This design comes from an exercise in tuning for small area on the open sky130 flow, not from production work.
Only simulation tests tie the RTL to the original design; equivalence was not proved.
No activity file was given, so power comes from the tool's default toggle rates.

v55:
Design outCPLD, start of the top module:
module outCPLD (
    input              pclk_50M,
    input        [1:8] outP,
    input       [1:28] out,
    output logic [1:8] eoutP,
    output logic [1:28] eout
);
clock: 5.0 ns
lec_check: 0
cap_margin: 20
core_margin: 2
core_utilization: 60
cts_buf_list: sky130_fd_sc_hd__clkbuf_2 sky130_fd_sc_hd__clkbuf_4 sky130_fd_sc_hd__clkbuf_8
cts_cluster_diameter: 60
cts_cluster_size: 20
slew_margin: 20
standard.sh (not shown) runs the stock make flow with config.mk's settings and CLKGATE_MAP_FILE= SYNTH_SCRIPT=/design/flow/synth_recipe.tcl, a recipe that flattens the netlist after the stock synthesis.
==> flow/flow/run.sh <==
#!/bin/bash
# Own layout flow: the standard ORFS flow with
#  - port buffers inserted by global placement made sky130_fd_sc_hd__buf_1,
#  - clock tree synthesis without dummy loads.
set -euo pipefail
export BUFFER_PORTS_ARGS="-buffer_cell sky130_fd_sc_hd__buf_1"
export CTS_ARGS="-sink_clustering_enable -repair_clock_nets -sink_clustering_size 20 -sink_clustering_max_diameter 60 -buf_list {sky130_fd_sc_hd__clkbuf_2 sky130_fd_sc_hd__clkbuf_4 sky130_fd_sc_hd__clkbuf_8} -dont_use_dummy_load"
bash standard.sh finish > standard_finish.log 2>&1
--- input diff v55..v49 ---
--- a/flow/flow/run.sh
+++ b/flow/flow/run.sh
@@ -2,3 +2,7 @@
-# Own layout flow: the standard ORFS flow with
-#  - port buffers inserted by global placement made sky130_fd_sc_hd__buf_1,
-#  - clock tree synthesis without dummy loads.
+# Own layout flow: the standard ORFS flow (standard.sh) with three changes.
+#  1. After the standard synthesis, the combinational gates between the
+#     flip-flops are re-mapped by ABC with an area-oriented script
+#     (flow/resyn.ys.in); the flip-flops keep their cells, instance names and
+#     nets. Logs: resyn.log, orfs/results/.../resyn_stat.txt.
+#  2. Port buffers inserted at global placement are sky130_fd_sc_hd__buf_1.
+#  3. Clock tree synthesis uses no dummy loads.
@@ -5,0 +10,4 @@
+here=$(pwd)
+res=$here/orfs/results/$FLOW_PLATFORM/outCPLD/base
+lib=$FLOW_HOME/platforms/$FLOW_PLATFORM/lib/sky130_fd_sc_hd__tt_025C_1v80.lib
+
@@ -7,0 +16,13 @@
+
+bash standard.sh synth > standard_synth.log 2>&1
+
+# the dont-use list the standard synthesis gave ABC
+dontuse=$(grep -o -- '-dont_use [^ ]*' $here/orfs/logs/$FLOW_PLATFORM/outCPLD/base/1_2_yosys.log | sort -u | tr '\n' ' ')
+cp $res/1_2_yosys.v $res/1_2_yosys_standard.v
+sed -e "s|@LIB@|$lib|g" -e "s|@IN@|$res/1_2_yosys_standard.v|g" -e "s|@OUT@|$res/1_2_yosys.v|g" \
+    -e "s|@OUTDIR@|$res|g" -e "s|@TOP@|$FLOW_TOP|g" -e "s|@DONTUSE@|$dontuse|g" \
+    -e "s|@ABC@|+\&get,-n;\&st;\&dch,-f;\&nf,-R,1000;\&put|g" \
+    flow/resyn.ys.in > resyn.ys
+yosys -s resyn.ys > resyn.log 2>&1
+rm -f $res/1_synth.odb $res/1_synth.sdc
+
==> flow/flow/resyn.ys.in (new file) <==
# Re-map the combinational logic of the standard synthesis netlist for area.
# The flip-flops are kept as they are (same cells, instance names and nets);
# only the gates between them are re-mapped by ABC with another script.
read_liberty -ignore_miss_func @LIB@
read_verilog @IN@
hierarchy -top @TOP@
setattr -mod -set keep_hierarchy 1 sky130_fd_sc_hd__dfxtp_1
flatten
delete t:$scopeinfo
rename -hide w:*.*
opt_clean
abc -liberty @LIB@ @DONTUSE@ -script "@ABC@"
splitnets
opt_clean -purge
hilomap -singleton -hicell sky130_fd_sc_hd__conb_1 HI -locell sky130_fd_sc_hd__conb_1 LO
insbuf -buf sky130_fd_sc_hd__buf_1 A X
tee -o @OUTDIR@/resyn_stat.txt stat -liberty @LIB@
select @TOP@
write_verilog -noattr -noexpr -nohex -nodec -selected @OUT@
design -reset
read_liberty -lib -ignore_miss_func @LIB@
read_verilog @OUT@
hierarchy -top @TOP@
tee -o @OUTDIR@/resyn_check.txt check -assert -mapped
Results
The cell area after technology mapping number comes out higher for v55 vs v49. v49: buffer count excluding the clock tree in the final layout 2 above v55. | worst setup margin | v49 vs v55 | 0.079 ns higher |. Comparing v55 and v49, the higher final cycle utilization of the critical path was measured on v55. For the fill cell instance count of the final layout, v49 came in 93 lower than v55 did. Going from v55 to v49, wire length on met1 shrinks by 260 um. Against v55, v49 comes in 3 lower on total stage count of the critical path. Between v55 and v49, the flow reports total number of multi-input combinational cells increasing by a few percent. The maximum fanout count along the critical path reported for v49 is smaller than that of v55 by 44. Compared with v55, v49 shows a synthesis-to-layout area growth that is 3.1 points higher. Going from v55 to v49, the final instance area was found to have gone down by about 1.9%.
> inputs changed (v49 -> v42)
--- a/flow/flow/run.sh
+++ b/flow/flow/run.sh
@@ -24 +24 @@
-    -e "s|@ABC@|+\&get,-n;\&st;\&dch,-f;\&nf,-R,1000;\&put|g" \
+    -e "s|@ABC@|+\&get,-n;\&st;\&dch;\&nf;\&put|g" \
==> flow/flow/resyn.tcl (new file) <==
# Re-map the combinational logic of the standard synthesis netlist for area.
# Flip-flops are kept as they are (same cells, instance names and nets); only
# the gates between them are re-mapped by ABC with an area-oriented script.
yosys -import
set lib $::env(LIB_FILE)
read_liberty -ignore_miss_func $lib
read_verilog $::env(IN_NETLIST)
hierarchy -top $::env(FLOW_TOP)
foreach ff {dfxtp_1 dfxtp_2 dfxtp_4} {
  catch { setattr -mod -set keep_hierarchy 1 sky130_fd_sc_hd__$ff }
}
flatten
delete {t:$scopeinfo}
opt_clean
set du {}
foreach c $::env(DONT_USE) { lappend du -dont_use $c }
abc -liberty $lib {*}$du -script $::env(ABC_SCRIPT)
splitnets
opt_clean -purge
hilomap -singleton -hicell sky130_fd_sc_hd__conb_1 HI -locell sky130_fd_sc_hd__conb_1 LO
insbuf -buf sky130_fd_sc_hd__buf_1 A X
tee -o $::env(OUT_DIR)/resyn_stat.txt stat -top $::env(FLOW_TOP) -liberty $lib
yosys select -module $::env(FLOW_TOP)
yosys write_verilog -noattr -noexpr -nohex -nodec -selected $::env(OUT_NETLIST)
design -reset
read_liberty -lib -ignore_miss_func $lib
read_verilog $::env(OUT_NETLIST)
hierarchy -top $::env(FLOW_TOP)
tee -o $::env(OUT_DIR)/resyn_check.txt check -assert -mapped
==> run summary <==
v42 reports a lower initial detailed-routing violation count than v49 does.
v42 vs v49: data arrival at the endpoint of the critical path up
Diff v49..v42 | number of antenna repair diodes | unchanged
v42 supports a lower top clock frequency than v49.
Any difference in final area between v42 and v49 is small enough to ignore.
Status | v42 and v49 | clean
The higher worst hold-check slack came out of v42.
On delay of the slowest critical-path stage, the lower figure sits with v49, not v42.
v42 against v49: total power shrank by 0.57%; number of cells in the design after placement shrank by 10.

---

job 4319:
Another version of the RTL of outCPLD (not shown whole).
Size in the first run: ~600 cells after synthesis, ~73 I/O pins, ~6100 sq um of cells after synthesis.
clock: 5.0 ns
lec_check: 0
cap_margin: 20
core_margin: 2
core_utilization: 60
gpl_timing_driven: 0
slew_margin: 20
==> flow/flow/run.sh <==
#!/bin/bash
# Own layout flow: the standard ORFS flow (standard.sh) with these changes.
#  1. Synthesis: the standard synthesis runs first (standard_synth.log). Then
#     the RTL is synthesized again for area (flow/ownsynth.ys.in, ownsynth.log),
#     and flow/rename_ff.py gives its flip-flops the standard synthesis's
#     instance names (matched by register, i.e. Q net), checking that the
#     flip-flop sets match. If any of that fails, the standard netlist's
#     combinational gates are re-mapped instead (flow/resyn.ys.in, resyn.log).
#     The result replaces 1_2_yosys.v; the standard one is kept beside it.
#  2. Port buffers inserted at global placement are sky130_fd_sc_hd__buf_1.
#  3. Clock tree synthesis uses no dummy loads.
set -euo pipefail
here=$(pwd)
res=$here/orfs/results/$FLOW_PLATFORM/outCPLD/base
lib=$FLOW_HOME/platforms/$FLOW_PLATFORM/lib/sky130_fd_sc_hd__tt_025C_1v80.lib
abc='+\&get,-n;\&st;\&dch,-f;\&nf,-R,1000;\&put;\&get,-n;\&st;\&dch,-f;\&nf,-R,1000;\&put'

export BUFFER_PORTS_ARGS="-buffer_cell sky130_fd_sc_hd__buf_1"
export CTS_ARGS="-sink_clustering_enable -repair_clock_nets -sink_clustering_size 37 -sink_clustering_max_diameter 70 -buf_list {sky130_fd_sc_hd__clkbuf_16} -root_buf sky130_fd_sc_hd__clkbuf_2 -tree_buf sky130_fd_sc_hd__clkbuf_2 -dont_use_dummy_load"

bash standard.sh synth > standard_synth.log 2>&1

# the dont-use list the standard synthesis gave ABC
dontuse=$(grep -o -- '-dont_use [^ ]*' $here/orfs/logs/$FLOW_PLATFORM/outCPLD/base/1_2_yosys.log | sort -u | tr '\n' ' ')
cp $res/1_2_yosys.v $res/1_2_yosys_standard.v

subst() {
  sed -e "s|@LIB@|$lib|g" -e "s|@DESIGN@|$FLOW_DESIGN|g" -e "s|@TOP@|$FLOW_TOP|g" \
      -e "s|@DONTUSE@|$dontuse|g" -e "s|@ABC@|$abc|g" -e "s|@OUTDIR@|$res|g" \
      -e "s|@IN@|$res/1_2_yosys_standard.v|g" -e "s|@OUT@|$2|g" "$1"
}

ok=0
subst flow/ownsynth.ys.in $res/1_2_yosys_own.v > ownsynth.ys
if yosys -s ownsynth.ys > ownsynth.log 2>&1 &&
   python3 flow/rename_ff.py $res/1_2_yosys_standard.v $res/1_2_yosys_own.v $res/1_2_yosys_own_renamed.v > rename_ff.log 2>&1; then
  cp $res/1_2_yosys_own_renamed.v $res/1_2_yosys.v
  ok=1
fi
if [[ $ok != 1 ]]; then
  subst flow/resyn.ys.in $res/1_2_yosys.v > resyn.ys
  yosys -s resyn.ys > resyn.log 2>&1
fi
rm -f $res/1_synth.odb $res/1_synth.sdc

bash standard.sh finish > standard_finish.log 2>&1
Other scripts of this flow, unchanged in this note and not shown: flow/flow/ownsynth.ys.in, flow/flow/rename_ff.py, flow/flow/resyn.ys.in
Both conditions hold for job 4319: the flow ran to the end and the final layout passed the timing, design-rule and antenna checks.
What job 2171 does differently from job 4319 at the input level:
--- a/flow/flow/run.sh
+++ b/flow/flow/run.sh
@@ -18,3 +18,3 @@
 export BUFFER_PORTS_ARGS="-buffer_cell sky130_fd_sc_hd__buf_1"
-export CTS_ARGS="-sink_clustering_enable -repair_clock_nets -sink_clustering_size 37 -sink_clustering_max_diameter 70 -buf_list {sky130_fd_sc_hd__clkbuf_16} -root_buf sky130_fd_sc_hd__clkbuf_2 -tree_buf sky130_fd_sc_hd__clkbuf_2 -dont_use_dummy_load"
+export CTS_ARGS="-sink_clustering_enable -repair_clock_nets -sink_clustering_size 22 -sink_clustering_max_diameter 70 -buf_list {sky130_fd_sc_hd__clkbuf_8} -root_buf sky130_fd_sc_hd__clkbuf_2 -tree_buf sky130_fd_sc_hd__clkbuf_2 -dont_use_dummy_load"
 
[summary]
Job 2171: fraction of area in registers higher than job 4319
Sort job 2171 and job 4319 by relative contribution of the clock network to total power desc -> top: job 4319
There was hardly any difference in post-layout net count between job 4319 and job 2171.
Input changes introduced in job 9903 (baseline for comparison: job 2171):
--- a/flow/flow/run.sh
+++ b/flow/flow/run.sh
@@ -18,3 +18,3 @@
 export BUFFER_PORTS_ARGS="-buffer_cell sky130_fd_sc_hd__buf_1"
-export CTS_ARGS="-sink_clustering_enable -repair_clock_nets -sink_clustering_size 22 -sink_clustering_max_diameter 70 -buf_list {sky130_fd_sc_hd__clkbuf_8} -root_buf sky130_fd_sc_hd__clkbuf_2 -tree_buf sky130_fd_sc_hd__clkbuf_2 -dont_use_dummy_load"
+export CTS_ARGS="-sink_clustering_enable -repair_clock_nets -sink_clustering_size 22 -sink_clustering_max_diameter 50 -buf_list {sky130_fd_sc_hd__clkbuf_2 sky130_fd_sc_hd__clkbuf_4 sky130_fd_sc_hd__clkbuf_8} -dont_use_dummy_load"
 
- The final layout from job 9903, which completed every stage, passed the timing, design-rule and antenna checks at the end of the flow.
- Job 9903 — fraction of power consumed by sequential logic 2.1 points lower, job 2171 as reference
- On total power, job 2171 beats job 9903.
- Job 2171 -> job 9903: tapcell count delta 0, exact match
- Looking at setup slack of the critical path after layout across job 9903 and job 2171, the one that comes out higher is job 2171.
Input changes introduced in job 7112 (baseline for comparison: job 9903):
--- a/flow/flow/run.sh
+++ b/flow/flow/run.sh
@@ -18,3 +18,3 @@
 export BUFFER_PORTS_ARGS="-buffer_cell sky130_fd_sc_hd__buf_1"
-export CTS_ARGS="-sink_clustering_enable -repair_clock_nets -sink_clustering_size 22 -sink_clustering_max_diameter 50 -buf_list {sky130_fd_sc_hd__clkbuf_2 sky130_fd_sc_hd__clkbuf_4 sky130_fd_sc_hd__clkbuf_8} -dont_use_dummy_load"
+export CTS_ARGS="-sink_clustering_enable -repair_clock_nets -sink_clustering_size 20 -sink_clustering_max_diameter 60 -buf_list {sky130_fd_sc_hd__clkbuf_8} -root_buf sky130_fd_sc_hd__clkbuf_4 -tree_buf sky130_fd_sc_hd__clkbuf_4 -dont_use_dummy_load"
 
==> run summary <==
- Total via count in the routed design: job 7112 vs job 9903 — no meaningful difference
- [job 7112] design area fell 0.48% relative to job 9903
- Cell count essentially unchanged between job 7112 and job 9903.
- For met3 global-route usage, job 9903 and job 7112 come out practically identical.
- In the flow results for job 7112 and job 9903, the sequential share of layout area is larger on job 7112.
### job 7112 -> job 1296
- changing SLEW_MARGIN from 20 to 0
- changing CAP_MARGIN from 20 to 0
--- a/flow/flow/run.sh
+++ b/flow/flow/run.sh
@@ -18,3 +18,3 @@
 export BUFFER_PORTS_ARGS="-buffer_cell sky130_fd_sc_hd__buf_1"
-export CTS_ARGS="-sink_clustering_enable -repair_clock_nets -sink_clustering_size 20 -sink_clustering_max_diameter 60 -buf_list {sky130_fd_sc_hd__clkbuf_8} -root_buf sky130_fd_sc_hd__clkbuf_4 -tree_buf sky130_fd_sc_hd__clkbuf_4 -dont_use_dummy_load"
+export CTS_ARGS="-sink_clustering_enable -repair_clock_nets -sink_clustering_size 20 -sink_clustering_max_diameter 60 -buf_list {sky130_fd_sc_hd__clkbuf_8} -root_buf sky130_fd_sc_hd__clkbuf_2 -tree_buf sky130_fd_sc_hd__clkbuf_2 -dont_use_dummy_load"
 
[summary]
Higher clock network power share among job 1296 and job 7112: job 7112
Between job 1296 and job 7112, the difference in final cell utilization of the core is negligible.
On proportion of final cell area spent on non-clock buffers, job 7112 tracks job 1296 almost exactly.
The setup slack of job 1296 is smaller than that of job 7112.
The inputs of job 1135 differ from those of job 1296 as listed below.
- SLEW_MARGIN now 20, was 0
- CAP_MARGIN now 20, was 0
--- a/flow/flow/run.sh
+++ b/flow/flow/run.sh
@@ -18,3 +18,3 @@
 export BUFFER_PORTS_ARGS="-buffer_cell sky130_fd_sc_hd__buf_1"
-export CTS_ARGS="-sink_clustering_enable -repair_clock_nets -sink_clustering_size 20 -sink_clustering_max_diameter 60 -buf_list {sky130_fd_sc_hd__clkbuf_8} -root_buf sky130_fd_sc_hd__clkbuf_2 -tree_buf sky130_fd_sc_hd__clkbuf_2 -dont_use_dummy_load"
+export CTS_ARGS="-sink_clustering_enable -repair_clock_nets -sink_clustering_size 20 -sink_clustering_max_diameter 60 -buf_list {sky130_fd_sc_hd__clkbuf_2 sky130_fd_sc_hd__clkbuf_4 sky130_fd_sc_hd__clkbuf_8} -dont_use_dummy_load"
 
### Flow results
The fraction of power consumed by the clock network of job 1135 exceeds that of job 1296 by 1.3 points. Global routing usage on met1 ended up 0.44 points higher on job 1135 than on job 1296. Job 1296 and job 1135 ended up with nearly the same combinational fraction of design power. Taking job 1296 as the reference, in job 1135 signed area change from the synthesized netlist to the final layout picked up an extra 0.49 points; cell area has increased. Compared with job 1296, job 1135 has extra setup slack. Delta (job 1135 minus job 1296): wire length of the first global-routing pass moved up; power dissipated by switching net loads moved up. Looking at job 1296 and job 1135, the number of vias in the routed layout is a wash. Higher utilization after layout was reported by job 1135, not job 1296.

port drivers added, routing unchanged:
In the flow no input, the clock included, has a driving cell. The finished layouts below were timed again as built, in two steps. Step 1 assumes that a clkbuf_16 drives the clock port and a buf_2 every other input. Step 2 moves the port delays by t, midway between the first and last clock arrival at a register: inputs arrive t later, outputs are due t later. That takes back most of the time a late clock gives input paths. a / b / c = ideal / step 1 / step 2; a / b = the first two.
run | shift t [ns] | setup slack, ns | worst register clock-pin slew, ns
v55 | 0.491 | 2.906 / 2.915 / 2.431 | 0.12 / 0.12
v49 | 0.479 | 2.986 / 2.951 / 2.622 | 0.11 / 0.11
v42 | 0.500 | 2.808 / 2.822 / 2.322 | 0.11 / 0.11
job 4319 | 0.641 | 2.441 / 2.454 / 1.813 | 0.12 / 0.12
job 2171 | 0.626 | 2.426 / 2.439 / 1.813 | 0.12 / 0.12
job 9903 | 0.499 | 2.285 / 2.300 / 1.801 | 0.12 / 0.12
job 7112 | 0.570 | 2.373 / 2.386 / 1.816 | 0.11 / 0.11
job 1296 | 0.633 | 1.819 / 1.820 / 1.187 | 0.12 / 0.12
job 1135 | 0.502 | 2.301 / 2.316 / 1.815 | 0.11 / 0.11
After both steps every run listed still meets setup and hold. For job 1296, which loses most, drivers alone change the setup slack by +0.001 ns; drivers and shift together by -0.632 ns.
